What follows belongs to an exercise in optimizing a design on an open flow for small area and a short achievable clock period; a production flow would make more cautious choices.
No run shown here included a check of the RTL's function; only the layout flow was run.

## flow/design.v (module list and top-level ports; edited modules follow where they fit)
// module NES_ALU: 51 lines
// module CPU_DP: 343 lines
// module CU_IntCpt: 129 lines
// module CU_FSM: 446 lines
// module CU_CtlGen: 1265 lines
// module nes_cpu: 91 lines
module nes_cpu (
  input         clk,        
  input         b_rst,      
  input         b_nmi,      
  input         b_irq,      
  input  [7:0]  data_in,    
  output [15:0] addr,       
  output        r_bw,       
  output [7:0]  data_out    
  );
  // ...
==> flow/run.sh <==
#!/bin/bash
# synth_recipe.tcl (not shown) runs the flow's synth.tcl, then flattens the netlist and writes it again
# the make line also repeats each setting of config.mk as NAME=value (left out here)
make -C /OpenROAD-flow-scripts/flow DESIGN_CONFIG=/design/flow/config.mk WORK_HOME=/design/flow/orfs CLKGATE_MAP_FILE= SYNTH_SCRIPT=/design/flow/synth_recipe.tcl finish
==> flow/config.mk <==
export PLATFORM = sky130hd
export DESIGN_NAME = nes_cpu
export DESIGN_NICKNAME = nes_cpu
export VERILOG_FILES = /design/flow/design.v
export SDC_FILE = /design/flow/constraint.sdc
export NUM_CORES = 4
export LEC_CHECK = 0
export CAP_MARGIN = 20
export CORE_MARGIN = 2
export CORE_UTILIZATION = 40
export SETUP_SLACK_MARGIN = 5
export SLEW_MARGIN = 20
==> flow/constraint.sdc <==
create_clock -name core_clock -period 12.0 [get_ports {clk}]
set_input_delay 2.4000 -clock core_clock [delete_from_list [all_inputs] [get_ports {clk}]]
set_output_delay 2.4000 -clock core_clock [all_outputs]
set_load 0.01 [all_outputs]
==> results by group, run 1 <==
Status
  – Outcome: no timing/DRC/antenna violations

CTS
  – Post-cts sizing count: 311
  – Max clock buf depth: 2

STA
  – Minimum clock period: 8209 ps
  – RSZ-0062 raised after global routing: yes
  – Min setup slack post-route: 3791 ps
  – Post-Route Setup TNS: 0 ps

Route
  – Detail Route Antenna Nets: 0
  – DR iter-0 viols: 2,984

Critical path
  – Critical path buffers and inverters: 7
  – CP Capture Type: primary output
  – Largest stage delay, worst path: 710 ps

Cells and area
  – ClkCell Share: around 3.0%
  – Nets: 2,003
  – Multi-input combinational cell area: 0.01111 mm2
  – Seq cells: 139
  – Top cell category: multi-input gates

Synthesis
  – Commonest register cell after synthesis: dfrtp_1
  – Compound-cell area share of the yosys netlist: 29.92%
  – Top cell type's share of synthesized area: between 20% and 30%
  – Synth Area in Adders: 2.287%
  – Main combinational cell family by area after synthesis: compound AO/OA/AOI/OAI gates
  – Synth warn: 5

Floorplan
  – Ports: 37

Placement
  – RD Place Congestion: 1.031
==> module CPU_DP, before the edit <==
module CPU_DP #(parameter NumDb=8)(
  input clk, b_rst,
  input CU_R_bW,
  input CU_PCH_EN, CU_PCL_EN, CU_SP_EN, CU_ABL_EN, CU_ABH_EN, CU_DIR_EN, CU_DMA_By_EN, CU_InstrR_EN,
        CU_PstInstrR_EN, CU_PstInstrR_Clr,
        CU_XR_EN, CU_YR_EN, CU_ACC_EN, CU_OpA_EN, CU_OpB_EN,
  input [2:0] CU_PCB_Sel, CU_ADL_Sel, CU_ADH_Sel, CU_DB_Sel, CU_SB_Sel,
  input       CU_OpAB_Sel,
  input [1:0] CU_OpBB_Sel,
  input CU_NFlgB, CU_VFlgB, CU_BFlgB, CU_DFlgB, CU_IFlgB, CU_ZFlgB, CU_CFlgB,
  input CU_PR_EN, CU_NFlg_EN, CU_VFlg_EN, CU_BFlg_EN, CU_DFlg_EN, CU_IFlg_EN, CU_ZFlg_EN, CU_CFlg_EN,
  output reg [NumDb-1:0] o_DP_InstrR, o_DP_PstInstrR, o_DP_DMA_By,
  output reg o_DP_bDMA_Flg, o_DP_NFlg, o_DP_ZFlg, o_DP_CFlg, o_DP_VFlg, o_DP_IFlg,
  output o_DP_OpB_sign,
  input [NumDb-1:0] ALU_Rslt,
  output [NumDb-1:0] ALU_OpA, ALU_OpB,
  output reg r_bw,
  output [2*NumDb-1:0] addr,
  input  [NumDb-1:0] data_in,
  output [NumDb-1:0] data_out
  );
  parameter OR  = 2'b00;     
  parameter AND = 2'b01;     
  parameter XOR = 2'b10;     
  parameter ADC = 2'b11;     
  parameter SHR = 2'b00;     
  parameter SHL = 2'b01;     
  parameter INC = 2'b10;     
  parameter DEC = 2'b11;     
  parameter PCL_to_ADL    = 3'b000;
  parameter SP_to_ADL     = 3'b001;
  parameter DIR_to_ADL    = 3'b010;
  parameter ALUout_to_ADL = 3'b011;
  parameter DMABy_to_ADL  = 3'b100;
  parameter PPU04_to_ADL  = 3'b101;
  parameter PCH_to_ADH    = 3'b000;
  parameter SB_to_ADH     = 3'b001;
  parameter DIR_to_ADH    = 3'b010;
  parameter Pg0_to_ADH    = 3'b011;
  parameter Pg1_to_ADH    = 3'b100;
  parameter DMAPg_to_ADH  = 3'b101;
  parameter PPU20_to_ADH  = 3'b110;
  parameter PR_to_DB      = 3'b000;
  parameter DIR_to_DB     = 3'b001;
  parameter PCL_to_DB     = 3'b010;
  parameter PCH_to_DB     = 3'b011;
  parameter ACC_to_DB     = 3'b100;
  parameter SB_to_DB      = 3'b101;
  parameter ADL_to_SB      = 3'b000;
  parameter ADH_to_SB     = 3'b001;
  parameter XR_to_SB      = 3'b010;
  parameter YR_to_SB      = 3'b011;
  parameter ACC_to_SB     = 3'b100;
  parameter SP_to_SB      = 3'b101;
  parameter ALUout_to_SB  = 3'b110;
  parameter Zero_to_OpAB  = 1'b0;
  parameter SB_to_OpAB    = 1'b1;
  parameter ADH_to_OpBB   = 2'b00;
  parameter ADL_to_OpBB   = 2'b01;
  parameter DB_to_OpBB    = 2'b10;
  parameter bDB_to_OpBB   = 2'b11;
  parameter PCp1_to_PCB     = 3'b000;
  parameter ADDp1_to_PCB    = 3'b001;
  parameter VctIRQ_to_PCB   = 3'b010;
  parameter VctNMI_to_PCB   = 3'b011;
  parameter VctSTART_to_PCB = 3'b100;
  parameter ADD_to_PCB      = 3'b101;   
 parameter En    = 1'b1,
           Dis   = 1'b0,
           Read  = 1'b1,
           Write = 1'b0,
           On    = 1'b1,
           Off   = 1'b0,
           bOn   = 1'b0,
           bOff  = 1'b1;
 parameter [5:0] IS0 = 6'b000000,
                 IS1 = 6'b000001,
                 IS2 = 6'b000010,
                 IS3 = 6'b000011,
                 IS4 = 6'b000100,
                 IS5 = 6'b000101,
                 IS6 = 6'b000110,
                 ST0 = 6'b000111,
              ST1_01 = 6'b001000,
              ST1_02 = 6'b001001,
              ST1_03 = 6'b001010,
              ST1_04 = 6'b001011,
              ST1_05 = 6'b001100,
              ST1_06 = 6'b001101,
              ST1_07 = 6'b001110,
              ST2_01 = 6'b001111,
              ST2_02 = 6'b010000,
              ST2_03 = 6'b010001,
              ST2_04 = 6'b010010,
              ST2_05 = 6'b010011,
              ST2_06 = 6'b010100,
              ST2_07 = 6'b010101,
              ST2_08 = 6'b010110,
              ST2_09 = 6'b010111,
              ST2_10 = 6'b011000,
              ST3_01 = 6'b011001,
              ST3_02 = 6'b011010,
              ST3_03 = 6'b011011,
              ST3_04 = 6'b011100,
              ST3_05 = 6'b011101,
              ST3_06 = 6'b011110,
              ST3_07 = 6'b011111,
              ST3_08 = 6'b100000,
              ST3_09 = 6'b100001,
              ST4_01 = 6'b100010,
              ST4_02 = 6'b100011,
              ST4_03 = 6'b100100,
              ST4_04 = 6'b100101,
              ST5_01 = 6'b100110,
              ST5_02 = 6'b100111,
                DMA0 = 6'b101000,
                DMA1 = 6'b101001;
  wire [NumDb-1:0] DP_PCLB;    
  wire [NumDb-1:0] DP_PCHB;    
  reg [NumDb-1:0] DP_PCL;     
  reg [NumDb-1:0] DP_PCH;     
  reg [NumDb-1:0] DP_SP; 
  wire [NumDb-1:0] DP_ADL;     
  wire [NumDb-1:0] DP_ADH;     
  reg [NumDb-1:0] DP_ABL;     
  reg [NumDb-1:0] DP_ABH;     
  reg [NumDb-1:0] DP_DOR;         
  reg [NumDb-1:0] DP_DIR;         
  reg [NumDb-1:0] DP_InstrR;      
  reg [NumDb-1:0] DP_PstInstrR;   
  reg [NumDb-1:0] DP_XR;          
  reg [NumDb-1:0] DP_YR;          
  reg [NumDb-1:0] DP_ACC;         
  reg [NumDb-1:0] DP_OpA;         
  reg [NumDb-1:0] DP_OpB;         
  wire [NumDb-1:0] DP_DB;      
  wire [NumDb-1:0] DP_SB;      
  wire [NumDb-1:0] DP_OpAB;    
  wire [NumDb-1:0] DP_OpBB;    
  reg DP_NFlg;          
  reg DP_ZFlg;          
  reg DP_CFlg;          
  reg DP_VFlg;          
  reg DP_IFlg;          
  reg DP_BFlg;          
  reg DP_DFlg;          
  wire [NumDb-1:0] DP_PR;
  assign DP_PR = {DP_NFlg,DP_VFlg,1'b1,DP_BFlg,DP_DFlg,DP_IFlg,DP_ZFlg,DP_CFlg};
  wire [NumDb-1:0] DP_ALUout;
  reg   DP_bDMA_Flg;
  reg [NumDb-1:0] DP_DMA_Pg;
  reg [NumDb-1:0] DP_DMA_By;
  always_comb
    begin
      o_DP_InstrR = DP_InstrR;
      o_DP_PstInstrR = DP_PstInstrR;
      o_DP_bDMA_Flg = DP_bDMA_Flg;
      o_DP_DMA_By = DP_DMA_By;
      o_DP_NFlg = DP_NFlg;
      o_DP_ZFlg = DP_ZFlg;
      o_DP_CFlg = DP_CFlg;
      o_DP_VFlg = DP_VFlg;
      o_DP_IFlg = DP_IFlg;
    end
  always @ (posedge clk or negedge b_rst)    
  begin
    if (!b_rst)
    begin
      DP_bDMA_Flg <= bOff;
      DP_DMA_Pg <= {NumDb{1'b0}};
      DP_DMA_By <= {NumDb{1'b0}};
    end
    else if (!r_bw & addr==16'h4014)
    begin
      DP_bDMA_Flg <= bOn;
      DP_DMA_Pg <= ext_data;
      DP_DMA_By <= {NumDb{1'b0}};
    end
    else if (CU_DMA_By_EN)
      DP_DMA_By <= DP_DMA_By + 8'd1;
    else
      DP_bDMA_Flg <= bOff;
  end
  reg [NumDb-1:0] DP_ABL_q, DP_ABH_q;
  always @(posedge clk or negedge b_rst)
  begin
    if (!b_rst)
    begin
      DP_ABL_q <= {NumDb{1'b0}};
      DP_ABH_q <= {NumDb{1'b0}};
    end
    else
    begin
      DP_ABL_q <= DP_ABL;
      DP_ABH_q <= DP_ABH;
    end
  end
  always @*
  begin
    DP_DOR = DP_DB;
    DP_ABL = CU_ABL_EN ? DP_ADL : DP_ABL_q;
    DP_ABH = CU_ABH_EN ? DP_ADH : DP_ABH_q;
    r_bw = CU_R_bW;
  end
  wire [NumDb-1:0] ext_data;
  assign ext_data = r_bw ? data_in : DP_DOR;
  assign data_out = DP_DOR;
  assign addr = {DP_ABH,DP_ABL};
  always @(posedge clk or negedge b_rst)
  begin
    if (!b_rst)
    begin
      DP_InstrR <= 8'hEA;
      DP_PstInstrR <= {NumDb{1'b0}};
      DP_PCL <= {NumDb{1'b0}};
      DP_PCH <= {NumDb{1'b0}};
      DP_SP <= {NumDb{1'b0}};
      DP_DIR <= {NumDb{1'b0}};
      DP_XR <= {NumDb{1'b0}};
      DP_YR <= {NumDb{1'b0}};
      DP_ACC <= {NumDb{1'b0}};
      DP_OpA <= {NumDb{1'b0}};
      DP_OpB <= {NumDb{1'b0}};
      {DP_NFlg,DP_VFlg,DP_BFlg,DP_DFlg,DP_IFlg,DP_ZFlg,DP_CFlg} <= 7'b0;
    end
    else
    begin
    if (CU_InstrR_EN)
      DP_InstrR <= ext_data;
    if (CU_PstInstrR_Clr)
      DP_PstInstrR <= {NumDb{1'b0}};
    else if (CU_PstInstrR_EN)
      DP_PstInstrR <= DP_InstrR;
    if (CU_PCL_EN)
      DP_PCL <= DP_PCLB;
    if (CU_PCH_EN)
      DP_PCH <= DP_PCHB;
    if (CU_SP_EN)
      DP_SP <= DP_SB;
    if (CU_DIR_EN)
      DP_DIR <= ext_data;
    if (CU_XR_EN)
      DP_XR <= DP_SB;
    if (CU_YR_EN)
      DP_YR <= DP_SB;
    if (CU_ACC_EN)
      DP_ACC <= DP_SB;
    if (CU_OpA_EN)
      DP_OpA <= DP_OpAB;
    if (CU_OpB_EN)
      DP_OpB <= DP_OpBB;
    if (CU_PR_EN)
      {DP_NFlg,DP_VFlg,DP_BFlg,DP_DFlg,DP_IFlg,DP_ZFlg,DP_CFlg} <= {DP_DB[7:6],DP_DB[4:0]};
    else
    begin
      if (CU_NFlg_EN)
        DP_NFlg <= CU_NFlgB;
      if (CU_VFlg_EN)
        DP_VFlg <= CU_VFlgB;
      if (CU_BFlg_EN)
        DP_BFlg <= CU_BFlgB;
      if (CU_DFlg_EN)
        DP_DFlg <= CU_DFlgB;
      if (CU_IFlg_EN)
        DP_IFlg <= CU_IFlgB;
      if (CU_ZFlg_EN)
        DP_ZFlg <= CU_ZFlgB;
      if (CU_CFlg_EN)
        DP_CFlg <= CU_CFlgB;
    end  
    end
  end
  reg [NumDb-1:0] DP_ADL_m, DP_ADH_base, DP_SB_m, DP_ADH_m, DP_DB_m, DP_OpAB_m, DP_OpBB_m;
  reg [2*NumDb-1:0] DP_PCB_m;
  always @*
  begin
    case (CU_ADL_Sel)
      PCL_to_ADL:    DP_ADL_m = DP_PCL;
      SP_to_ADL:     DP_ADL_m = DP_SP;
      DIR_to_ADL:    DP_ADL_m = DP_DIR;
      ALUout_to_ADL: DP_ADL_m = DP_ALUout;
      DMABy_to_ADL:  DP_ADL_m = DP_DMA_By;
      PPU04_to_ADL:  DP_ADL_m = 8'h04;
      default:       DP_ADL_m = {NumDb{1'b0}};
    endcase
    case (CU_ADH_Sel)
      PCH_to_ADH:    DP_ADH_base = DP_PCH;
      DIR_to_ADH:    DP_ADH_base = DP_DIR;
      Pg0_to_ADH:    DP_ADH_base = {NumDb{1'b0}};
      Pg1_to_ADH:    DP_ADH_base = {{(NumDb-1){1'b0}},1'b1};
      DMAPg_to_ADH:  DP_ADH_base = DP_DMA_Pg;
      PPU20_to_ADH:  DP_ADH_base = 8'h20;
      default:       DP_ADH_base = {NumDb{1'b0}};
    endcase
    case (CU_SB_Sel)
      ADL_to_SB:     DP_SB_m = DP_ADL_m;
      ADH_to_SB:     DP_SB_m = DP_ADH_base;
      XR_to_SB:      DP_SB_m = DP_XR;
      YR_to_SB:      DP_SB_m = DP_YR;
      ACC_to_SB:     DP_SB_m = DP_ACC;
      SP_to_SB:      DP_SB_m = DP_SP;
      ALUout_to_SB:  DP_SB_m = DP_ALUout;
      default:       DP_SB_m = {NumDb{1'b0}};
    endcase
    DP_ADH_m = (CU_ADH_Sel==SB_to_ADH) ? DP_SB_m : DP_ADH_base;
    case (CU_DB_Sel)
      SB_to_DB:      DP_DB_m = DP_SB_m;
      PR_to_DB:      DP_DB_m = DP_PR;
      DIR_to_DB:     DP_DB_m = DP_DIR;
      PCL_to_DB:     DP_DB_m = DP_PCL;
      PCH_to_DB:     DP_DB_m = DP_PCH;
      ACC_to_DB:     DP_DB_m = DP_ACC;
      default:       DP_DB_m = {NumDb{1'b0}};
    endcase
    DP_OpAB_m = (CU_OpAB_Sel==SB_to_OpAB) ? DP_SB_m : {NumDb{1'b0}};
    case (CU_OpBB_Sel)
      ADH_to_OpBB:   DP_OpBB_m = DP_ADH_m;
      ADL_to_OpBB:   DP_OpBB_m = DP_ADL_m;
      DB_to_OpBB:    DP_OpBB_m = DP_DB_m;
      default:       DP_OpBB_m = ~DP_DB_m;
    endcase
    case (CU_PCB_Sel)
      PCp1_to_PCB:     DP_PCB_m = {DP_PCH,DP_PCL} + 1'b1;
      ADDp1_to_PCB:    DP_PCB_m = {DP_ADH_m,DP_ADL_m} + 1'b1;
      VctIRQ_to_PCB:   DP_PCB_m = {{2*NumDb-3{1'b1}},3'b110};
      VctNMI_to_PCB:   DP_PCB_m = {{2*NumDb-3{1'b1}},3'b010};
      VctSTART_to_PCB: DP_PCB_m = {{2*NumDb-3{1'b1}},3'b100};
      ADD_to_PCB:      DP_PCB_m = {DP_ADH_m,DP_ADL_m};
      default:         DP_PCB_m = {2*NumDb{1'b0}};
    endcase
  end
  assign DP_ADL = DP_ADL_m;
  assign DP_ADH = DP_ADH_m;
  assign DP_SB  = DP_SB_m;
  assign DP_DB  = DP_DB_m;
  assign DP_OpAB = DP_OpAB_m;
  assign DP_OpBB = DP_OpBB_m;
  assign {DP_PCHB,DP_PCLB} = DP_PCB_m;
 	assign o_DP_OpB_sign = DP_OpB[NumDb-1];
 	assign DP_ALUout = ALU_Rslt;
  assign ALU_OpA = DP_OpA;
  assign ALU_OpB = DP_OpB;
endmodule:CPU_DP
==> module CU_IntCpt, before the edit <==
module CU_IntCpt(
  input  CU_clk, CU_bRST,    
  input  CU_bNMI, CU_bIRQ,   
  input  CU_bNMI_SD,         
  input  CU_bIRQ_SD,         
  output reg CU_bNMI_Flg,    
  output reg CU_bIRQ_Flg     
  );
  parameter OR  = 2'b00;     
  parameter AND = 2'b01;     
  parameter XOR = 2'b10;     
  parameter ADC = 2'b11;     
  parameter SHR = 2'b00;     
  parameter SHL = 2'b01;     
  parameter INC = 2'b10;     
  parameter DEC = 2'b11;     
  parameter PCL_to_ADL    = 3'b000;
  parameter SP_to_ADL     = 3'b001;
  parameter DIR_to_ADL    = 3'b010;
  parameter ALUout_to_ADL = 3'b011;
  parameter DMABy_to_ADL  = 3'b100;
  parameter PPU04_to_ADL  = 3'b101;
  parameter PCH_to_ADH    = 3'b000;
  parameter SB_to_ADH     = 3'b001;
  parameter DIR_to_ADH    = 3'b010;
  parameter Pg0_to_ADH    = 3'b011;
  parameter Pg1_to_ADH    = 3'b100;
  parameter DMAPg_to_ADH  = 3'b101;
  parameter PPU20_to_ADH  = 3'b110;
  parameter PR_to_DB      = 3'b000;
  parameter DIR_to_DB     = 3'b001;
  parameter PCL_to_DB     = 3'b010;
  parameter PCH_to_DB     = 3'b011;
  parameter ACC_to_DB     = 3'b100;
  parameter SB_to_DB      = 3'b101;
  parameter ADL_to_SB      = 3'b000;
  parameter ADH_to_SB     = 3'b001;
  parameter XR_to_SB      = 3'b010;
  parameter YR_to_SB      = 3'b011;
  parameter ACC_to_SB     = 3'b100;
  parameter SP_to_SB      = 3'b101;
  parameter ALUout_to_SB  = 3'b110;
  parameter Zero_to_OpAB  = 1'b0;
  parameter SB_to_OpAB    = 1'b1;
  parameter ADH_to_OpBB   = 2'b00;
  parameter ADL_to_OpBB   = 2'b01;
  parameter DB_to_OpBB    = 2'b10;
  parameter bDB_to_OpBB   = 2'b11;
  parameter PCp1_to_PCB     = 3'b000;
  parameter ADDp1_to_PCB    = 3'b001;
  parameter VctIRQ_to_PCB   = 3'b010;
  parameter VctNMI_to_PCB   = 3'b011;
  parameter VctSTART_to_PCB = 3'b100;
  parameter ADD_to_PCB      = 3'b101;   
 parameter En    = 1'b1,
           Dis   = 1'b0,
           Read  = 1'b1,
           Write = 1'b0,
           On    = 1'b1,
           Off   = 1'b0,
           bOn   = 1'b0,
           bOff  = 1'b1;
 parameter [5:0] IS0 = 6'b000000,
                 IS1 = 6'b000001,
                 IS2 = 6'b000010,
                 IS3 = 6'b000011,
                 IS4 = 6'b000100,
                 IS5 = 6'b000101,
                 IS6 = 6'b000110,
                 ST0 = 6'b000111,
              ST1_01 = 6'b001000,
              ST1_02 = 6'b001001,
              ST1_03 = 6'b001010,
              ST1_04 = 6'b001011,
              ST1_05 = 6'b001100,
              ST1_06 = 6'b001101,
              ST1_07 = 6'b001110,
              ST2_01 = 6'b001111,
              ST2_02 = 6'b010000,
              ST2_03 = 6'b010001,
              ST2_04 = 6'b010010,
              ST2_05 = 6'b010011,
              ST2_06 = 6'b010100,
              ST2_07 = 6'b010101,
              ST2_08 = 6'b010110,
              ST2_09 = 6'b010111,
              ST2_10 = 6'b011000,
              ST3_01 = 6'b011001,
              ST3_02 = 6'b011010,
              ST3_03 = 6'b011011,
              ST3_04 = 6'b011100,
              ST3_05 = 6'b011101,
              ST3_06 = 6'b011110,
              ST3_07 = 6'b011111,
              ST3_08 = 6'b100000,
              ST3_09 = 6'b100001,
              ST4_01 = 6'b100010,
              ST4_02 = 6'b100011,
              ST4_03 = 6'b100100,
              ST4_04 = 6'b100101,
              ST5_01 = 6'b100110,
              ST5_02 = 6'b100111,
                DMA0 = 6'b101000,
                DMA1 = 6'b101001;
  reg CU_bNMI_d, CU_bIRQ_d;
always @ (posedge CU_clk or negedge CU_bRST)
  begin
    if (!CU_bRST)
    begin
      CU_bNMI_d   <= 1'b1;
      CU_bIRQ_d   <= 1'b1;
      CU_bNMI_Flg <= bOff;
      CU_bIRQ_Flg <= bOff;
    end
    else
    begin
      CU_bNMI_d <= CU_bNMI;
      CU_bIRQ_d <= CU_bIRQ;
      if (~CU_bNMI_SD)
        CU_bNMI_Flg <= bOff;
      else if (CU_bNMI_d & ~CU_bNMI)
        CU_bNMI_Flg <= bOn;
      if (~CU_bIRQ_SD)
        CU_bIRQ_Flg <= bOff;
      else if (CU_bIRQ_d & ~CU_bIRQ)
        CU_bIRQ_Flg <= bOn;
    end
  end
endmodule:CU_IntCpt
==> run 2: changes to the inputs <==
--- a/flow/design.v
+++ b/flow/design.v
@@ -161,2 +161,3 @@
   output o_DP_OpB_sign,
+  output [NumDb-1:0] o_DP_InstrR_D, o_DP_PstInstrR_D,    
   input [NumDb-1:0] ALU_Rslt,
@@ -355,2 +356,4 @@
   assign addr = {DP_ABH,DP_ABL};
+  assign o_DP_InstrR_D = CU_InstrR_EN ? ext_data : DP_InstrR;
+  assign o_DP_PstInstrR_D = CU_PstInstrR_Clr ? {NumDb{1'b0}} : CU_PstInstrR_EN ? DP_InstrR : DP_PstInstrR;
   always @(posedge clk or negedge b_rst)
@@ -496,3 +499,5 @@
   output reg CU_bNMI_Flg,    
-  output reg CU_bIRQ_Flg     
+  output reg CU_bIRQ_Flg,    
+  output CU_bNMI_Flg_D,      
+  output CU_bIRQ_Flg_D
   );
@@ -595,2 +600,4 @@
   reg CU_bNMI_d, CU_bIRQ_d;
+  assign CU_bNMI_Flg_D = ~CU_bNMI_SD ? bOff : (CU_bNMI_d & ~CU_bNMI) ? bOn : CU_bNMI_Flg;
+  assign CU_bIRQ_Flg_D = ~CU_bIRQ_SD ? bOff : (CU_bIRQ_d & ~CU_bIRQ) ? bOn : CU_bIRQ_Flg;
 always @ (posedge CU_clk or negedge CU_bRST)
@@ -1065,36 +1072,8 @@
 endmodule:CU_FSM
-module CU_CtlGen (
-  input CU_phi2, CU_bRST,       
+module CU_CurDec (
   input [5:0] cur_state,
-  input [5:0] next_state,
-  input CU_bIRQ_Flg, CU_bNMI_Flg,
-  input CU_bDMA_Flg,
-  input [7:0] CU_DMA_By,
   input [7:0] CU_InstrR,
   input [7:0] CU_PstInstrR,
-  input CU_OpB_sign,
-  input CU_ZFlg, CU_NFlg, CU_CFlg, CU_VFlg, CU_IFlg,
-  input CU_ALU_ZFlg, CU_ALU_VFlg, CU_ALU_CFlg, CU_ALU_NFlg,
-  output reg CU_ALU_Cin,
-  output reg [1:0] CU_ALU_Funct,
-  output reg [1:0] CU_ALU_OpBFunct,
-  output reg CU_ALU_OpBFunctEN,
-  output reg CU_R_bW,
-  output reg CU_DMA_By_EN, CU_PCH_EN, CU_PCL_EN, CU_SP_EN, CU_ABL_EN, CU_ABH_EN, CU_DIR_EN, CU_InstrR_EN, CU_PstInstrR_EN,
-  output reg CU_PstInstrR_Clr,
-  output reg CU_XR_EN, CU_YR_EN, CU_ACC_EN, CU_OpA_EN, CU_OpB_EN,
-  output reg [2:0] CU_PC_Bus_Sel,
-  output reg [2:0] CU_ADL_Sel,
-  output reg [2:0] CU_ADH_Sel,
-  output reg [2:0] CU_DB_Sel,
-  output reg [2:0] CU_SB_Sel,
-  output reg       CU_OpA_Bus_Sel,
-  output reg [1:0] CU_OpB_Bus_Sel,
-  output reg CU_BFlgB, CU_DFlgB, CU_IFlgB, CU_ZFlgB, CU_NFlgB, CU_CFlgB, CU_VFlgB,
-  output reg CU_PR_EN, CU_NFlg_EN, CU_VFlg_EN, CU_BFlg_EN, CU_DFlg_EN, CU_IFlg_EN, CU_ZFlg_EN, CU_CFlg_EN,
-  output reg CU_bNMI_SD, CU_bIRQ_SD,
-  output [2:0] CU_InstrX,
-  output [2:0] CU_InstrY,
-  output [1:0] CU_InstrZ,
-  output [2:0] CU_PstInstrX
+  input CU_bIRQ_Flg, CU_bNMI_Flg,
+  output [29:0] ctl
   );
@@ -1196,25 +1175,17 @@
                 DMA1 = 6'b101001;
-  reg Offset_sign;
-  reg Offset_carry;
-  wire [2:0] CU_PstInstrY;
-  wire [1:0] CU_PstInstrZ;
-  assign CU_InstrX = CU_InstrR[7:5];
-  assign CU_InstrY = CU_InstrR[4:2];
-  assign CU_InstrZ = CU_InstrR[1:0];
-  assign CU_PstInstrX = CU_PstInstrR[7:5];
-  assign CU_PstInstrY = CU_PstInstrR[4:2];
-  assign CU_PstInstrZ = CU_PstInstrR[1:0];
-always @(posedge CU_phi2 or negedge CU_bRST)
-  begin      
-    if (!CU_bRST)
-    begin
-      Offset_sign <= 1'b0;
-      Offset_carry <= 1'b0;
-    end
-    else if (cur_state == ST2_05)
-    begin
-      Offset_sign <= CU_OpB_sign;
-      Offset_carry <= CU_ALU_CFlg;
-    end
-  end
+  wire [2:0] CU_InstrX = CU_InstrR[7:5];
+  wire [2:0] CU_InstrY = CU_InstrR[4:2];
+  wire [1:0] CU_InstrZ = CU_InstrR[1:0];
+  wire [2:0] CU_PstInstrX = CU_PstInstrR[7:5];
+  wire [2:0] CU_PstInstrY = CU_PstInstrR[4:2];
+  wire [1:0] CU_PstInstrZ = CU_PstInstrR[1:0];
+  reg CU_ALU_Cin, CinUseC;
+  reg [1:0] CU_ALU_Funct, CU_ALU_OpBFunct;
+  reg CU_ALU_OpBFunctEN, CU_R_bW, W203, S205, S207, S304, SDMA1;
+  reg [2:0] CU_ADL_Sel, CU_ADH_Sel, CU_DB_Sel, CU_SB_Sel;
+  reg CU_bNMI_SD, CU_bIRQ_SD, CU_IFlgB, CU_ABL_EN, CU_ABH_EN;
+  assign ctl = {CU_ALU_Cin, CinUseC, CU_ALU_Funct, CU_ALU_OpBFunct, CU_ALU_OpBFunctEN, CU_R_bW,
+                W203, S205, S207, S304, SDMA1,
+                CU_ADL_Sel, CU_ADH_Sel, CU_DB_Sel, CU_SB_Sel,
+                CU_bNMI_SD, CU_bIRQ_SD, CU_IFlgB, CU_ABL_EN, CU_ABH_EN};
 always @*
@@ -1222,2 +1193,3 @@
  CU_ALU_Cin = Off;
+ CinUseC = 1'b0;
  CU_ALU_Funct = OR;
@@ -1226,18 +1198,9 @@
  CU_R_bW = Read;
- CU_DMA_By_EN = Dis;
- CU_PCH_EN = Dis;
- CU_PCL_EN = Dis;
- CU_SP_EN = Dis;
+ W203 = 1'b0;
+ S205 = 1'b0;
+ S207 = 1'b0;
+ S304 = 1'b0;
+ SDMA1 = 1'b0;
  CU_ABL_EN = En;
  CU_ABH_EN = En;
- CU_DIR_EN = Dis;
- CU_InstrR_EN = Dis;
- CU_PstInstrR_EN = Dis;
- CU_PstInstrR_Clr = Off;
- CU_XR_EN = Dis;
- CU_YR_EN = Dis;
- CU_ACC_EN = Dis;
- CU_OpA_EN = Dis;
- CU_OpB_EN = Dis;
- CU_PC_Bus_Sel = PCp1_to_PCB;
  CU_ADL_Sel = PCL_to_ADL;
@@ -1246,19 +1209,3 @@
  CU_SB_Sel = ALUout_to_SB;
- CU_OpA_Bus_Sel = Zero_to_OpAB;
- CU_OpB_Bus_Sel = ADH_to_OpBB;
- CU_BFlgB = Off;
- CU_DFlgB = Off;
  CU_IFlgB = Off;
- CU_ZFlgB = Off;
- CU_NFlgB = Off;
- CU_CFlgB = Off;
- CU_VFlgB = Off;
- CU_PR_EN = Dis;
- CU_NFlg_EN = Dis;
- CU_VFlg_EN = Dis;
- CU_BFlg_EN = Dis;
- CU_DFlg_EN = Dis;
- CU_IFlg_EN = Dis;
- CU_ZFlg_EN = Dis;
- CU_CFlg_EN = Dis;
  CU_bNMI_SD = bOff;
@@ -1470,6 +1417,4 @@
       CU_ADH_Sel = DIR_to_ADH;
-      if ((CU_InstrX==3'b100) & !(CU_ALU_CFlg))
-        CU_R_bW = Write;
-      else 
-        CU_R_bW = Read;
+      CU_R_bW = Read;
+      W203 = (CU_InstrX==3'b100);
         CU_ABL_EN = En;
@@ -1499,16 +1444,6 @@
     begin
-      if (((CU_PstInstrX==3'b000) & ~CU_NFlg) | ((CU_PstInstrX==3'b001) & CU_NFlg) | ((CU_PstInstrX==3'b010) & ~CU_VFlg) | ((CU_PstInstrX==3'b011) & CU_VFlg) | ((CU_PstInstrX==3'b100) & ~CU_CFlg) | ((CU_PstInstrX==3'b101) & CU_CFlg) | ((CU_PstInstrX==3'b110) & ~CU_ZFlg) | ((CU_PstInstrX==3'b111) & CU_ZFlg))
-        begin
-          CU_R_bW = Read;
-          CU_ALU_Funct = ADC;
-          CU_ALU_Cin = Off;
-          CU_ADH_Sel = PCH_to_ADH;
-          CU_ADL_Sel = ALUout_to_ADL;
-        end
-      else
-      begin
-        CU_R_bW = Read;
-        CU_ADH_Sel = PCH_to_ADH;
-        CU_ADL_Sel = PCL_to_ADL;
-      end 
+      S205 = 1'b1;
+      CU_R_bW = Read;
+      CU_ADH_Sel = PCH_to_ADH;
+      CU_ADL_Sel = PCL_to_ADL;
     end
@@ -1523,9 +1458,3 @@
     begin
-      if (!CU_bDMA_Flg)
-      begin
-        CU_R_bW = Read;
-        CU_ADL_Sel = DMABy_to_ADL;
-        CU_ADH_Sel = DMAPg_to_ADH;
-      end
-      else
+      S207 = 1'b1;
       begin
@@ -1603,14 +1532,6 @@
     begin
-      if (~Offset_sign)
-        begin
-          CU_ALU_Funct = OR;
-          CU_ALU_OpBFunct = INC;
-          CU_ALU_OpBFunctEN = En;
-        end
-      else if (Offset_sign)
-        begin
-          CU_ALU_Funct = OR;
-          CU_ALU_OpBFunct = DEC;
-          CU_ALU_OpBFunctEN = En;
-        end
+      S304 = 1'b1;
+      CU_ALU_Funct = OR;
+      CU_ALU_OpBFunct = INC;
+      CU_ALU_OpBFunctEN = En;
       CU_SB_Sel = ALUout_to_SB;
@@ -1651,3 +1572,3 @@
         CU_ALU_OpBFunctEN = En;
-        CU_ALU_Cin = CU_CFlg;
+        CU_ALU_Cin = Off; CinUseC = 1'b1;
       end
@@ -1658,3 +1579,3 @@
         CU_ALU_OpBFunctEN = En;
-        CU_ALU_Cin = CU_CFlg;
+        CU_ALU_Cin = Off; CinUseC = 1'b1;
       end
@@ -1758,3 +1679,3 @@
     begin
-      if(CU_DMA_By == 8'h00)
+      SDMA1 = 1'b1;
       begin
@@ -1771,10 +1692,333 @@
       end
-      else
-      begin
-        CU_R_bW = Read;
-        CU_ADL_Sel = DMABy_to_ADL;
-        CU_ADH_Sel = DMAPg_to_ADH;
-      end
     end
   endcase
+    if (cur_state == ST0 | cur_state == IS0)
+    if (((CU_PstInstrX==3'b000) & (CU_PstInstrZ==2'b01)))
+    begin
+      CU_ALU_Funct = OR;
+      CU_SB_Sel = ALUout_to_SB;
+    end
+    else if (((CU_PstInstrX==3'b001) & (CU_PstInstrZ==2'b01)))
+    begin
+      CU_ALU_Funct = AND;
+      CU_SB_Sel = ALUout_to_SB;
+    end
+    else if (((CU_PstInstrX==3'b010) & (CU_PstInstrZ==2'b01)))
+    begin
+      CU_ALU_Funct = XOR;
+      CU_SB_Sel = ALUout_to_SB;
+    end
+    else if (((CU_PstInstrX==3'b011) & (CU_PstInstrZ==2'b01)))
+    begin
+      CU_ALU_Funct = ADC;
+      CU_SB_Sel = ALUout_to_SB;
+      CU_ALU_Cin = Off; CinUseC = 1'b1;
+    end
+    else if (((CU_PstInstrX==3'b101) & (CU_PstInstrZ==2'b01)) | ((CU_PstInstrX==3'b101) & (CU_PstInstrZ==2'b10) & (CU_PstInstrY!=3'b010) & (CU_PstInstrY!=3'b100) & (CU_PstInstrY!=3'b110)) | ((CU_PstInstrX==3'b101) & (CU_PstInstrZ==2'b00) & (CU_PstInstrY!=3'b010) & (CU_PstInstrY!=3'b100) & (CU_PstInstrY!=3'b110)) |((CU_PstInstrX==3'b101)&(CU_PstInstrY==3'b110)&(CU_PstInstrZ==2'b10)) |((CU_PstInstrX==3'b100)&(CU_PstInstrY[1:0]==2'b10)&(CU_PstInstrZ==2'b10)) |((CU_PstInstrX==3'b100)&(CU_PstInstrY==3'b110)&(CU_PstInstrZ==2'b00)) |((CU_PstInstrX==3'b101)&(CU_PstInstrY==3'b010)&(CU_PstInstrZ[0]==1'b0)) | ((CU_PstInstrX[2]==1'b0)&(CU_PstInstrX[0]==1'b1)&(CU_PstInstrY==3'b010)&(CU_PstInstrZ==2'b00)))
+    begin
+      CU_ALU_Funct = OR;
+      CU_DB_Sel = SB_to_DB;
+      if (((CU_PstInstrX==3'b101)&(CU_PstInstrY==3'b010)&(CU_PstInstrZ[0]==1'b0)))
+        CU_SB_Sel = ACC_to_SB;
+      else if (((CU_PstInstrX==3'b100)&(CU_PstInstrY[1:0]==2'b10)&(CU_PstInstrZ==2'b10)))
+        CU_SB_Sel = XR_to_SB;
+      else if (((CU_PstInstrX==3'b100)&(CU_PstInstrY==3'b110)&(CU_PstInstrZ==2'b00)))
+        CU_SB_Sel = YR_to_SB;
+      else if (((CU_PstInstrX==3'b101)&(CU_PstInstrY==3'b110)&(CU_PstInstrZ==2'b10)))
+        CU_SB_Sel = SP_to_SB;
+      else
+        CU_SB_Sel = ALUout_to_SB;
+    end
+    else if (((CU_PstInstrX==3'b110) & (CU_PstInstrZ==2'b01)))
+    begin
+      CU_ALU_Funct = ADC;
+      CU_ALU_Cin = On;
+      CU_SB_Sel = ALUout_to_SB;
+    end
+    else if (((CU_PstInstrX==3'b111) & (CU_PstInstrZ==2'b01)) )
+    begin
+      CU_ALU_Funct = ADC;
+      CU_ALU_Cin = Off; CinUseC = 1'b1;
+      CU_SB_Sel = ALUout_to_SB;
+    end
+    else if (((CU_PstInstrZ==2'b00) & (CU_PstInstrX==3'b111) & ((CU_PstInstrY==3'b000) | (CU_PstInstrY==3'b001) | (CU_PstInstrY==3'b011))) |((CU_PstInstrZ==2'b00) & (CU_PstInstrX==3'b110) & ((CU_PstInstrY==3'b000) | (CU_PstInstrY==3'b001) | (CU_PstInstrY==3'b011))))
+    begin
+      CU_ALU_Funct = ADC;
+      CU_ALU_Cin = On;
+      CU_SB_Sel = ALUout_to_SB;
+    end
+    else if (((CU_PstInstrX==3'b001) & ((CU_PstInstrY==3'b001)|(CU_PstInstrY==3'b011))&(CU_PstInstrZ==2'b00)))
+    begin
+      CU_ALU_Funct = AND;
+      CU_SB_Sel = ALUout_to_SB;
+    end
+    else if (((CU_PstInstrX==3'b000) & (CU_PstInstrY==3'b010) & (CU_PstInstrZ==2'b10)))
+    begin
+      CU_ALU_Funct = OR;
+      CU_ALU_OpBFunct = SHL;
+      CU_ALU_OpBFunctEN = En;
+      CU_SB_Sel = ALUout_to_SB;
+    end
+    else if (((CU_PstInstrX==3'b010) & (CU_PstInstrY==3'b010) & (CU_PstInstrZ==2'b10)))
+    begin
+      CU_ALU_Funct = OR;
+      CU_ALU_OpBFunct = SHR;
+      CU_ALU_OpBFunctEN = En;
+      CU_SB_Sel = ALUout_to_SB;
+    end
+    else if (((CU_PstInstrX==3'b001) & (CU_PstInstrY==3'b010) & (CU_PstInstrZ==2'b10)))
+    begin
+      CU_ALU_Funct = OR;
+      CU_ALU_OpBFunct = SHL;
+      CU_ALU_OpBFunctEN = En;
+      CU_ALU_Cin = Off; CinUseC = 1'b1;
+      CU_SB_Sel = ALUout_to_SB;
+    end
+    else if (((CU_PstInstrX==3'b011) & (CU_PstInstrY==3'b010) & (CU_PstInstrZ==2'b10)))
+    begin
+      CU_ALU_Funct = OR;
+      CU_ALU_OpBFunct = SHR;
+      CU_ALU_OpBFunctEN = En;
+      CU_ALU_Cin = Off; CinUseC = 1'b1;
+      CU_SB_Sel = ALUout_to_SB;
+    end
+    else if (((((CU_PstInstrX==3'b100) & (CU_PstInstrZ==2'b00)) | ((CU_PstInstrX==3'b110) & (CU_PstInstrZ==2'b10))) & (CU_PstInstrY==3'b010)))
+    begin
+      CU_ALU_Funct = OR;
+      CU_ALU_OpBFunct = DEC;
+      CU_ALU_OpBFunctEN = En;
+      CU_SB_Sel = ALUout_to_SB;
+    end
+    else if (((CU_PstInstrX[2:1]==2'b11) & (CU_PstInstrY==3'b010) & (CU_PstInstrZ==2'b00)))
+    begin
+      CU_ALU_Funct = OR;
+      CU_ALU_OpBFunct = INC;
+      CU_ALU_OpBFunctEN = En;
+      CU_SB_Sel = ALUout_to_SB;
+    end    
+end
+endmodule:CU_CurDec
+module CU_CtlGen (
+  input CU_phi2, CU_bRST,       
+  input [5:0] cur_state,
+  input [5:0] next_state,
+  input CU_bIRQ_Flg, CU_bNMI_Flg,
+  input CU_bDMA_Flg,
+  input [7:0] CU_DMA_By,
+  input [7:0] CU_InstrR,
+  input [7:0] CU_PstInstrR,
+  input [7:0] CU_InstrR_D,
+  input [7:0] CU_PstInstrR_D,
+  input CU_bIRQ_Flg_D, CU_bNMI_Flg_D,
+  input CU_OpB_sign,
+  input CU_ZFlg, CU_NFlg, CU_CFlg, CU_VFlg, CU_IFlg,
+  input CU_ALU_ZFlg, CU_ALU_VFlg, CU_ALU_CFlg, CU_ALU_NFlg,
+  output reg CU_ALU_Cin,
+  output reg [1:0] CU_ALU_Funct,
+  output reg [1:0] CU_ALU_OpBFunct,
+  output reg CU_ALU_OpBFunctEN,
+  output reg CU_R_bW,
+  output reg CU_DMA_By_EN, CU_PCH_EN, CU_PCL_EN, CU_SP_EN, CU_ABL_EN, CU_ABH_EN, CU_DIR_EN, CU_InstrR_EN, CU_PstInstrR_EN,
+  output reg CU_PstInstrR_Clr,
+  output reg CU_XR_EN, CU_YR_EN, CU_ACC_EN, CU_OpA_EN, CU_OpB_EN,
+  output reg [2:0] CU_PC_Bus_Sel,
+  output reg [2:0] CU_ADL_Sel,
+  output reg [2:0] CU_ADH_Sel,
+  output reg [2:0] CU_DB_Sel,
+  output reg [2:0] CU_SB_Sel,
+  output reg       CU_OpA_Bus_Sel,
+  output reg [1:0] CU_OpB_Bus_Sel,
+  output reg CU_BFlgB, CU_DFlgB, CU_IFlgB, CU_ZFlgB, CU_NFlgB, CU_CFlgB, CU_VFlgB,
+  output reg CU_PR_EN, CU_NFlg_EN, CU_VFlg_EN, CU_BFlg_EN, CU_DFlg_EN, CU_IFlg_EN, CU_ZFlg_EN, CU_CFlg_EN,
+  output reg CU_bNMI_SD, CU_bIRQ_SD,
+  output [2:0] CU_InstrX,
+  output [2:0] CU_InstrY,
+  output [1:0] CU_InstrZ,
+  output [2:0] CU_PstInstrX
+  );
+  parameter OR  = 2'b00;     
+  parameter AND = 2'b01;     
+  parameter XOR = 2'b10;     
+  parameter ADC = 2'b11;     
+  parameter SHR = 2'b00;     
+  parameter SHL = 2'b01;     
+  parameter INC = 2'b10;     
+  parameter DEC = 2'b11;     
+  parameter PCL_to_ADL    = 3'b000;
+  parameter SP_to_ADL     = 3'b001;
+  parameter DIR_to_ADL    = 3'b010;
+  parameter ALUout_to_ADL = 3'b011;
+  parameter DMABy_to_ADL  = 3'b100;
+  parameter PPU04_to_ADL  = 3'b101;
+  parameter PCH_to_ADH    = 3'b000;
+  parameter SB_to_ADH     = 3'b001;
+  parameter DIR_to_ADH    = 3'b010;
+  parameter Pg0_to_ADH    = 3'b011;
+  parameter Pg1_to_ADH    = 3'b100;
+  parameter DMAPg_to_ADH  = 3'b101;
+  parameter PPU20_to_ADH  = 3'b110;
+  parameter PR_to_DB      = 3'b000;
+  parameter DIR_to_DB     = 3'b001;
+  parameter PCL_to_DB     = 3'b010;
+  parameter PCH_to_DB     = 3'b011;
+  parameter ACC_to_DB     = 3'b100;
+  parameter SB_to_DB      = 3'b101;
+  parameter ADL_to_SB      = 3'b000;
+  parameter ADH_to_SB     = 3'b001;
+  parameter XR_to_SB      = 3'b010;
+  parameter YR_to_SB      = 3'b011;
+  parameter ACC_to_SB     = 3'b100;
+  parameter SP_to_SB      = 3'b101;
+  parameter ALUout_to_SB  = 3'b110;
+  parameter Zero_to_OpAB  = 1'b0;
+  parameter SB_to_OpAB    = 1'b1;
+  parameter ADH_to_OpBB   = 2'b00;
+  parameter ADL_to_OpBB   = 2'b01;
+  parameter DB_to_OpBB    = 2'b10;
+  parameter bDB_to_OpBB   = 2'b11;
+  parameter PCp1_to_PCB     = 3'b000;
+  parameter ADDp1_to_PCB    = 3'b001;
+  parameter VctIRQ_to_PCB   = 3'b010;
+  parameter VctNMI_to_PCB   = 3'b011;
+  parameter VctSTART_to_PCB = 3'b100;
+  parameter ADD_to_PCB      = 3'b101;   
+ parameter En    = 1'b1,
+           Dis   = 1'b0,
+           Read  = 1'b1,
+           Write = 1'b0,
+           On    = 1'b1,
+           Off   = 1'b0,
+           bOn   = 1'b0,
+           bOff  = 1'b1;
+ parameter [5:0] IS0 = 6'b000000,
+                 IS1 = 6'b000001,
+                 IS2 = 6'b000010,
+                 IS3 = 6'b000011,
+                 IS4 = 6'b000100,
+                 IS5 = 6'b000101,
+                 IS6 = 6'b000110,
+                 ST0 = 6'b000111,
+              ST1_01 = 6'b001000,
+              ST1_02 = 6'b001001,
+              ST1_03 = 6'b001010,
+              ST1_04 = 6'b001011,
+              ST1_05 = 6'b001100,
+              ST1_06 = 6'b001101,
+              ST1_07 = 6'b001110,
+              ST2_01 = 6'b001111,
+              ST2_02 = 6'b010000,
+              ST2_03 = 6'b010001,
+              ST2_04 = 6'b010010,
+              ST2_05 = 6'b010011,
+              ST2_06 = 6'b010100,
+              ST2_07 = 6'b010101,
+              ST2_08 = 6'b010110,
+              ST2_09 = 6'b010111,
+              ST2_10 = 6'b011000,
+              ST3_01 = 6'b011001,
+              ST3_02 = 6'b011010,
+              ST3_03 = 6'b011011,
+              ST3_04 = 6'b011100,
+              ST3_05 = 6'b011101,
+              ST3_06 = 6'b011110,
+              ST3_07 = 6'b011111,
+              ST3_08 = 6'b100000,
+              ST3_09 = 6'b100001,
+              ST4_01 = 6'b100010,
+              ST4_02 = 6'b100011,
+              ST4_03 = 6'b100100,
+              ST4_04 = 6'b100101,
+              ST5_01 = 6'b100110,
+              ST5_02 = 6'b100111,
+                DMA0 = 6'b101000,
+                DMA1 = 6'b101001;
+  reg Offset_sign;
+  wire [2:0] CU_PstInstrY;
+  wire [1:0] CU_PstInstrZ;
+  assign CU_InstrX = CU_InstrR[7:5];
+  assign CU_InstrY = CU_InstrR[4:2];
+  assign CU_InstrZ = CU_InstrR[1:0];
+  assign CU_PstInstrX = CU_PstInstrR[7:5];
+  assign CU_PstInstrY = CU_PstInstrR[4:2];
+  assign CU_PstInstrZ = CU_PstInstrR[1:0];
+always @(posedge CU_phi2 or negedge CU_bRST)
+  begin      
+    if (!CU_bRST)
+      Offset_sign <= 1'b0;
+    else if (cur_state == ST2_05)
+      Offset_sign <= CU_OpB_sign;
+  end
+  wire [29:0] ctl_d;
+  reg  [29:0] ctl_q;
+  CU_CurDec CU_CurDec_I0(
+    .cur_state(next_state), .CU_InstrR(CU_InstrR_D), .CU_PstInstrR(CU_PstInstrR_D),
+    .CU_bIRQ_Flg(CU_bIRQ_Flg_D), .CU_bNMI_Flg(CU_bNMI_Flg_D), .ctl(ctl_d));
+  always @(posedge CU_phi2 or negedge CU_bRST)
+    if (!CU_bRST)
+      ctl_q <= {1'b0, 1'b0, OR, INC, Dis, Read, 5'b00000,
+                PCL_to_ADL, PCH_to_ADH, DIR_to_DB, ALUout_to_SB,
+                bOff, bOff, Off, En, En};
+    else
+      ctl_q <= ctl_d;
+  wire cq_Cin, cq_CinUseC, cq_OpBFEN, cq_RbW, cq_W203, cq_S205, cq_S207, cq_S304, cq_SDMA1;
+  wire [1:0] cq_Funct, cq_OpBF;
+  wire [2:0] cq_ADL, cq_ADH, cq_DB, cq_SB;
+  wire cq_NMI_SD, cq_IRQ_SD, cq_IFlgB, cq_ABL_EN, cq_ABH_EN;
+  assign {cq_Cin, cq_CinUseC, cq_Funct, cq_OpBF, cq_OpBFEN, cq_RbW,
+          cq_W203, cq_S205, cq_S207, cq_S304, cq_SDMA1,
+          cq_ADL, cq_ADH, cq_DB, cq_SB,
+          cq_NMI_SD, cq_IRQ_SD, cq_IFlgB, cq_ABL_EN, cq_ABH_EN} = ctl_q;
+  wire br_taken = ((CU_PstInstrX==3'b000) & ~CU_NFlg) | ((CU_PstInstrX==3'b001) & CU_NFlg) | ((CU_PstInstrX==3'b010) & ~CU_VFlg) | ((CU_PstInstrX==3'b011) & CU_VFlg) | ((CU_PstInstrX==3'b100) & ~CU_CFlg) | ((CU_PstInstrX==3'b101) & CU_CFlg) | ((CU_PstInstrX==3'b110) & ~CU_ZFlg) | ((CU_PstInstrX==3'b111) & CU_ZFlg);
+  wire br_add = cq_S205 & br_taken;
+  wire dma_sel = (cq_S207 & !CU_bDMA_Flg) | (cq_SDMA1 & (CU_DMA_By != 8'h00));
+  always @*
+  begin
+    CU_ALU_Cin = cq_Cin | (cq_CinUseC & CU_CFlg);
+    CU_ALU_Funct = br_add ? ADC : cq_Funct;
+    CU_ALU_OpBFunct = {cq_OpBF[1], cq_OpBF[0] | (cq_S304 & Offset_sign)};
+    CU_ALU_OpBFunctEN = cq_OpBFEN;
+    CU_R_bW = cq_RbW & ~(cq_W203 & ~CU_ALU_CFlg);
+    CU_ADL_Sel = br_add ? ALUout_to_ADL : dma_sel ? DMABy_to_ADL : cq_ADL;
+    CU_ADH_Sel = dma_sel ? DMAPg_to_ADH : cq_ADH;
+    CU_DB_Sel = cq_DB;
+    CU_SB_Sel = dma_sel ? ALUout_to_SB : cq_SB;
+    CU_bNMI_SD = cq_NMI_SD;
+    CU_bIRQ_SD = cq_IRQ_SD;
+  end
+always @*
+ begin
+ begin
+ CU_DMA_By_EN = Dis;
+ CU_PCH_EN = Dis;
+ CU_PCL_EN = Dis;
+ CU_SP_EN = Dis;
+ CU_ABL_EN = cq_ABL_EN;
+ CU_ABH_EN = cq_ABH_EN;
+ CU_DIR_EN = Dis;
+ CU_InstrR_EN = Dis;
+ CU_PstInstrR_EN = Dis;
+ CU_PstInstrR_Clr = Off;
+ CU_XR_EN = Dis;
+ CU_YR_EN = Dis;
+ CU_ACC_EN = Dis;
+ CU_OpA_EN = Dis;
+ CU_OpB_EN = Dis;
+ CU_PC_Bus_Sel = PCp1_to_PCB;
+ CU_OpA_Bus_Sel = Zero_to_OpAB;
+ CU_OpB_Bus_Sel = ADH_to_OpBB;
+ CU_BFlgB = Off;
+ CU_DFlgB = Off;
+ CU_IFlgB = cq_IFlgB;
+ CU_ZFlgB = Off;
+ CU_NFlgB = Off;
+ CU_CFlgB = Off;
+ CU_VFlgB = Off;
+ CU_PR_EN = Dis;
+ CU_NFlg_EN = Dis;
+ CU_VFlg_EN = Dis;
+ CU_BFlg_EN = Dis;
+ CU_DFlg_EN = Dis;
+ CU_IFlg_EN = Dis;
+ CU_ZFlg_EN = Dis;
+ CU_CFlg_EN = Dis;
     case (next_state)
@@ -2137,106 +2381,2 @@
   endcase
-    if (cur_state == ST0 | cur_state == IS0)
-    if (((CU_PstInstrX==3'b000) & (CU_PstInstrZ==2'b01)))
-    begin
-      CU_ALU_Funct = OR;
-      CU_SB_Sel = ALUout_to_SB;
-    end
-    else if (((CU_PstInstrX==3'b001) & (CU_PstInstrZ==2'b01)))
-    begin
-      CU_ALU_Funct = AND;
-      CU_SB_Sel = ALUout_to_SB;
-    end
-    else if (((CU_PstInstrX==3'b010) & (CU_PstInstrZ==2'b01)))
-    begin
-      CU_ALU_Funct = XOR;
-      CU_SB_Sel = ALUout_to_SB;
-    end
-    else if (((CU_PstInstrX==3'b011) & (CU_PstInstrZ==2'b01)))
-    begin
-      CU_ALU_Funct = ADC;
-      CU_SB_Sel = ALUout_to_SB;
-      CU_ALU_Cin = CU_CFlg;
-    end
-    else if (((CU_PstInstrX==3'b101) & (CU_PstInstrZ==2'b01)) | ((CU_PstInstrX==3'b101) & (CU_PstInstrZ==2'b10) & (CU_PstInstrY!=3'b010) & (CU_PstInstrY!=3'b100) & (CU_PstInstrY!=3'b110)) | ((CU_PstInstrX==3'b101) & (CU_PstInstrZ==2'b00) & (CU_PstInstrY!=3'b010) & (CU_PstInstrY!=3'b100) & (CU_PstInstrY!=3'b110)) |((CU_PstInstrX==3'b101)&(CU_PstInstrY==3'b110)&(CU_PstInstrZ==2'b10)) |((CU_PstInstrX==3'b100)&(CU_PstInstrY[1:0]==2'b10)&(CU_PstInstrZ==2'b10)) |((CU_PstInstrX==3'b100)&(CU_PstInstrY==3'b110)&(CU_PstInstrZ==2'b00)) |((CU_PstInstrX==3'b101)&(CU_PstInstrY==3'b010)&(CU_PstInstrZ[0]==1'b0)) | ((CU_PstInstrX[2]==1'b0)&(CU_PstInstrX[0]==1'b1)&(CU_PstInstrY==3'b010)&(CU_PstInstrZ==2'b00)))
-    begin
-      CU_ALU_Funct = OR;
-      CU_DB_Sel = SB_to_DB;
-      if (((CU_PstInstrX==3'b101)&(CU_PstInstrY==3'b010)&(CU_PstInstrZ[0]==1'b0)))
-        CU_SB_Sel = ACC_to_SB;
-      else if (((CU_PstInstrX==3'b100)&(CU_PstInstrY[1:0]==2'b10)&(CU_PstInstrZ==2'b10)))
-        CU_SB_Sel = XR_to_SB;
-      else if (((CU_PstInstrX==3'b100)&(CU_PstInstrY==3'b110)&(CU_PstInstrZ==2'b00)))
-        CU_SB_Sel = YR_to_SB;
-      else if (((CU_PstInstrX==3'b101)&(CU_PstInstrY==3'b110)&(CU_PstInstrZ==2'b10)))
-        CU_SB_Sel = SP_to_SB;
-      else
-        CU_SB_Sel = ALUout_to_SB;
-    end
-    else if (((CU_PstInstrX==3'b110) & (CU_PstInstrZ==2'b01)))
-    begin
-      CU_ALU_Funct = ADC;
-      CU_ALU_Cin = On;
-      CU_SB_Sel = ALUout_to_SB;
-    end
-    else if (((CU_PstInstrX==3'b111) & (CU_PstInstrZ==2'b01)) )
-    begin
-      CU_ALU_Funct = ADC;
-      CU_ALU_Cin = CU_CFlg;
-      CU_SB_Sel = ALUout_to_SB;
-    end
-    else if (((CU_PstInstrZ==2'b00) & (CU_PstInstrX==3'b111) & ((CU_PstInstrY==3'b000) | (CU_PstInstrY==3'b001) | (CU_PstInstrY==3'b011))) |((CU_PstInstrZ==2'b00) & (CU_PstInstrX==3'b110) & ((CU_PstInstrY==3'b000) | (CU_PstInstrY==3'b001) | (CU_PstInstrY==3'b011))))
-    begin
-      CU_ALU_Funct = ADC;
-      CU_ALU_Cin = On;
-      CU_SB_Sel = ALUout_to_SB;
-    end
-    else if (((CU_PstInstrX==3'b001) & ((CU_PstInstrY==3'b001)|(CU_PstInstrY==3'b011))&(CU_PstInstrZ==2'b00)))
-    begin
-      CU_ALU_Funct = AND;
-      CU_SB_Sel = ALUout_to_SB;
-    end
-    else if (((CU_PstInstrX==3'b000) & (CU_PstInstrY==3'b010) & (CU_PstInstrZ==2'b10)))
-    begin
-      CU_ALU_Funct = OR;
-      CU_ALU_OpBFunct = SHL;
-      CU_ALU_OpBFunctEN = En;
-      CU_SB_Sel = ALUout_to_SB;
-    end
-    else if (((CU_PstInstrX==3'b010) & (CU_PstInstrY==3'b010) & (CU_PstInstrZ==2'b10)))
-    begin
-      CU_ALU_Funct = OR;
-      CU_ALU_OpBFunct = SHR;
-      CU_ALU_OpBFunctEN = En;
-      CU_SB_Sel = ALUout_to_SB;
-    end
-    else if (((CU_PstInstrX==3'b001) & (CU_PstInstrY==3'b010) & (CU_PstInstrZ==2'b10)))
-    begin
-      CU_ALU_Funct = OR;
-      CU_ALU_OpBFunct = SHL;
-      CU_ALU_OpBFunctEN = En;
-      CU_ALU_Cin = CU_CFlg;
-      CU_SB_Sel = ALUout_to_SB;
-    end
-    else if (((CU_PstInstrX==3'b011) & (CU_PstInstrY==3'b010) & (CU_PstInstrZ==2'b10)))
-    begin
-      CU_ALU_Funct = OR;
-      CU_ALU_OpBFunct = SHR;
-      CU_ALU_OpBFunctEN = En;
-      CU_ALU_Cin = CU_CFlg;
-      CU_SB_Sel = ALUout_to_SB;
-    end
-    else if (((((CU_PstInstrX==3'b100) & (CU_PstInstrZ==2'b00)) | ((CU_PstInstrX==3'b110) & (CU_PstInstrZ==2'b10))) & (CU_PstInstrY==3'b010)))
-    begin
-      CU_ALU_Funct = OR;
-      CU_ALU_OpBFunct = DEC;
-      CU_ALU_OpBFunctEN = En;
-      CU_SB_Sel = ALUout_to_SB;
-    end
-    else if (((CU_PstInstrX[2:1]==2'b11) & (CU_PstInstrY==3'b010) & (CU_PstInstrZ==2'b00)))
-    begin
-      CU_ALU_Funct = OR;
-      CU_ALU_OpBFunct = INC;
-      CU_ALU_OpBFunctEN = En;
-      CU_SB_Sel = ALUout_to_SB;
-    end    
   if (next_state == ST0 | next_state == IS0)
@@ -2329,2 +2469,3 @@
 end
+end
 endmodule:CU_CtlGen
@@ -2356,3 +2497,4 @@
   wire [5:0] cur_state, nxt_state;
-  wire bnmi_flg, birq_flg, bnmi_sd, birq_sd;
+  wire bnmi_flg, birq_flg, bnmi_sd, birq_sd, bnmi_flg_d, birq_flg_d;
+  wire [7:0] DP_InstrR_D, DP_PstInstrR_D;
   wire [2:0] instrX, instrY, pst_instrX;
@@ -2374,3 +2516,3 @@
     .o_DP_bDMA_Flg(DP_bDMA_Flg), .o_DP_NFlg(DP_NFlg), .o_DP_ZFlg(DP_ZFlg), .o_DP_CFlg(DP_CFlg), .o_DP_VFlg(DP_VFlg), .o_DP_IFlg(DP_IFlg),
-    .o_DP_OpB_sign(DP_OpB_sign),
+    .o_DP_OpB_sign(DP_OpB_sign), .o_DP_InstrR_D(DP_InstrR_D), .o_DP_PstInstrR_D(DP_PstInstrR_D),
     .ALU_Rslt(ALU_Rslt), .ALU_OpA(ALU_OpA), .ALU_OpB(ALU_OpB),
@@ -2387,3 +2529,4 @@
     .CU_bNMI_SD(bnmi_sd), .CU_bIRQ_SD(birq_sd),
-    .CU_bNMI_Flg(bnmi_flg), .CU_bIRQ_Flg(birq_flg)
+    .CU_bNMI_Flg(bnmi_flg), .CU_bIRQ_Flg(birq_flg),
+    .CU_bNMI_Flg_D(bnmi_flg_d), .CU_bIRQ_Flg_D(birq_flg_d)
   );
@@ -2394,2 +2537,3 @@
     .CU_bDMA_Flg(DP_bDMA_Flg), .CU_DMA_By(DP_DMA_By), .CU_InstrR(DP_InstrR), .CU_PstInstrR(DP_PstInstrR),
+    .CU_InstrR_D(DP_InstrR_D), .CU_PstInstrR_D(DP_PstInstrR_D), .CU_bIRQ_Flg_D(birq_flg_d), .CU_bNMI_Flg_D(bnmi_flg_d),
     .CU_OpB_sign(DP_OpB_sign),
--- a/flow/config.mk
+++ b/flow/config.mk
@@ -10,3 +10,3 @@
 export CORE_UTILIZATION = 40
-export SETUP_SLACK_MARGIN = 5
+export SETUP_SLACK_MARGIN = 3.5
 export SLEW_MARGIN = 20
==> run 2 against run 1 <==
Effect of this change:
- final cell count fell by 2.6%
- still clean on timing, DRC and antenna
- critical path type unchanged
- critical path depth fell by 10
- non-clock buffer count fell by 248
- synthesized cell count rose by 7.2%
- largest cell class unchanged
- clock skew fell by 2.1 ps
- sequential cell count rose by 29
==> results by group, run 2 <==
CTS
  – Total clock sinks: 168
  – Cts hold-fix bufs: 0
  – CTS tree: yes
  – Num CTS Buffers: 17
  – Clock root buffer: clkbuf_16
  – CTS H-tree depth: 4
  – Clock transition at the registers of the reported paths: 70 ps
  – Clk Latency, worst-skew pair: 500 ps
  – Max clock buf depth: 2 (unchanged)

Cells and area
  – Commonest non-fill, non-tap cells in the layout: 185 x nor2_1, 156 x nand2_1, 150 x dfrtp_1
  – Layout cells sized above 1: 12.54%
  – Layout Utilization: 43.86%
  – Largest Register: CU_CtlGen_I0.ctl_q
  – Nets: 1,881 (-6.1%)
  – Max reg flops: 29
  – Area grow syn2layout: 7.644%
  – Commonest non-fill, non-tap cell in the layout: nor2_1
  – Ant. Diodes: 0
  – Finished Cell Area: 0.01660 mm2

Synthesis
  – Mapped Nets: 1,929
  – Post-synth EDFFs: 0
  – Post-synth top area cell: dfrtp_1
  – Mapped Cells: 1,894
  – Seq/Total Area, Yosys: 27.41%
  – FF+latch count, synth: 168
  – Synth cell types: 125
  – Synth warn: 6 (+1)
  – Most instantiated library cell after synthesis: nor2_1
  – Largest cells by area after synthesis: dfrtp_1 24%, mux2_2 5.0%, nor2_1 4.5%
  – Synth cell count leaders: 185 x nor2_1, 156 x nand2_1, 150 x dfrtp_1
  – Commonest register cell after synthesis: dfrtp_1
  – Synthesized area per cell: 8.141 um2
  – Share of synthesized registers carrying an async set or reset: 100.0%
  – Top cell type's share of synthesized area: 24.34% (+0.75 points)
  – Mapped Area: 0.01542 mm2

STA
  – Post-Route Setup TNS: 0 ps (unchanged)
  – Slew @ Worst Pin: 1093 ps
  – Max_slew headroom: 26.68%
  – Final Cycle Share: 69.16%
  – Minimum clock period: 8299 ps (+90.14 ps)
  – Hold Fails Final Rpt: 0
  – Worst hold margin: 481.2 ps
  – Fin. max-slew vios: 0
  – Achievable Freq: 120.5 MHz
  – Min setup slack post-route: 3701 ps (-90.14 ps)
  – Final Skew: ~18 ps
  – RSZ-0062 raised after global routing: no
  – Final setup viols: 0

Placement
  – I/O Buffers: 36
  – RD Place Congestion: 1.021 (-0.93%)
  – DP Wirelength: 51,050 um
  – Placed cell areas: 0.01598 mm2
  – Worst slack at placement: 4181 ps

Floorplan
  – Die X: approximately 200 um
  – Die H: ~200 um
  – Core Region: approximately 0.038 mm2
  – Full die area: 0.04013 mm2
  – Ports: 37 (unchanged)
  – Core Rows: between 70 and 80
  – Initial core utilization: 40.74%

GRT
  – Vias in the first global route: 14.84k
  – Initial antenna violation count: 0
  – Largest net degree at the start of global routing: 78
  – Total grt overflow: 0
  – First-pass GRT wire length: just under 100,000 um
  – Total track usage: 32.96%

Hold path
  – Hold Path Stages: 1
  – Min-Delay Path Class: reg2reg
  – Hold endpoint: CU_IntCpt_I0.CU_bIRQ_Flg
  – Worst Min Path Start: CU_CtlGen_I0.ctl_q[4]

Route
  – Detail Route Antenna Nets: 0 (unchanged)
  – Routed wire length per instance: between 20 and 30 um
  – Vias post-DR: 16.07k
  – Vias per inst: 6.784
  – DR iter-0 viols: 2,261 (-24%)
  – Router iterations before antenna repair: 6
  – DRT Wirelength: 66,990 um
  – Remaining design rule violation count: 0

Critical path
  – Reg2Reg Setup Slack: approximately 4400 ps
  – Worst endpoint required time: 9600 ps
  – Critical path type: reg2out
  – CP Capture Type: primary output
  – WP data arrival: 5900 ps
  – Worst-path maximum fanout: 15
  – Crit-path slowest cell: a22oi_1
  – Critical path, cell by cell: a21o_2 -> nor2_1 -> a21oi_1 -> o211ai_1 -> o21ai_0 -> inv_1 -> fa_1 -> fa_1 -> a31oi_1 -> o221ai_1 -> a22oi_1 -> o21ai_1 -> mux2i_1 -> inv_1 -> mux2_2 -> clkdlybuf4s50_1
  – RR Endpoint: CPU_DP_I0.DP_PCH[6]
  – Startpoint Class: flip-flop
  – Largest stage delay, worst path: 650 ps (-60 ps)
  – R2R depth: 28
  – Reg2Reg Launch Point: CU_CtlGen_I0.ctl_q[18]

Run
  – Maxcap violations: 0

Status
  – Outcome: no timing/DRC/antenna violations
[run 2: cell count changes after synthesis, sizes merged, moves of 20 or more]
| cell | previous run | this run |
|---|---|---|
| mux2i | 28 | 60 |
| nand2 | 187 | 158 |
| mux2 | 50 | 72 |
| dfrtp | 129 | 150 |
| nor2 | 167 | 188 |
| inv | 63 | 83 |
[run 2: worst max-delay path: cells and delay by family (launching register included)]
family | cells | cell delay (ps)
mux | 2 | 980
simple gates | 1 | 60
buf+inv | 3 | 870
fa+ha+maj | 2 | 870
compound gates | 8 | 2160
flops | 1 | 480
[run 2: per-layer routing]
metal	GRT usage [%]	vias to the layer above	share of wire, %
met4	12.12	0	3.4
li1	-	7045	-
met1	46.93	7932	44
met3	5.451	151	9.1
met2	50.11	943	44
met5	0	-	0
[run 2: worst max-delay path by stage]
| stage | cells past startpoint | from | slack, ps | endpoint |
|---|---|---|---|---|
| after CTS | 18 | CU_CtlGen_I0.ctl_q[18] | 3630 | addr[9] |
| after global routing | 16 | CU_CtlGen_I0.ctl_q[18] | 3550 | addr[10] |
| after detailed placement | 18 | CU_CtlGen_I0.ctl_q[18] | 4180 | addr[9] |
| final | 16 | CU_CtlGen_I0.ctl_q[18] | 3700 | addr[10] |
| after global placement | 18 | CU_CtlGen_I0.ctl_q[18] | 4210 | addr[9] |
| after floorplan | 17 | CU_CtlGen_I0.ctl_q[25] | 5500 | addr[9] |
[run 2: timing repair]
| action | CTS | global route |
|---|---|---|
| buffers inserted | 0 | 0 |
| resized for setup | 0 | 3 |
| endpoints found under the setup margin | 0 | 9 |
[run 2: layout make-up]
type	count	area, um2
Clock inverter	10	145.1
Clock buffer	21	450.4
Multi-Input combinational cell	1510	10230
Inverter	84	317.8
Tap cell	511	639.4
Sequential cell	168	4227
Timing Repair Buffer	65	583.1
Fill cell	3878	21250
[run 2: cells by family after synthesis]
group                    count (synthesis)  share of synthesized area [%]
AND/OR/NAND/NOR                        780                          27.60
AO/OA/AOI/OAI                          539                          24.77
buffers and inverters                  216                          6.419
flip-flops                             168                          27.41
multiplexers                           138                          10.08
XOR/XNOR                                30                          1.753
adder cells (fa/ha/maj)                 23                          1.964
[run 2: through the flow]
| stage | cells |
|---|---|
| global route | 2369 |
| detailed placement | 2338 |
| floorplan | 1894 |
| finish | 2369 |
| global placement | 2338 |
| CTS | 2369 |

-- what the ideal ports hide --
The flow's constraints put no driver on any port. The routed layouts listed below were extracted and timed again, unchanged, in two steps.
Step 1 assumes that a clkbuf_16 drives the clock port and a buf_2 every other input.
Step 2, shift: input delay + t, output delay - t, t = (earliest + latest rising clock arrival at the registers) / 2. This alone moves slack from input paths to output paths.
a / b / c = ideal / step 1 / step 2; a / b = the first two.
run	t, ns	setup WS [ns]	worst setup path at the end	latest minus earliest clock arrival (ns)	worst register clock-pin slew, ns
run 1	0.504	3.791 / 3.736 / 4.240	register to output	0.020 / 0.020	0.08 / 0.08
run 2	0.545	3.701 / 3.643 / 4.188	register to output	0.017 / 0.018	0.08 / 0.08
After both steps every run listed still meets setup and hold.
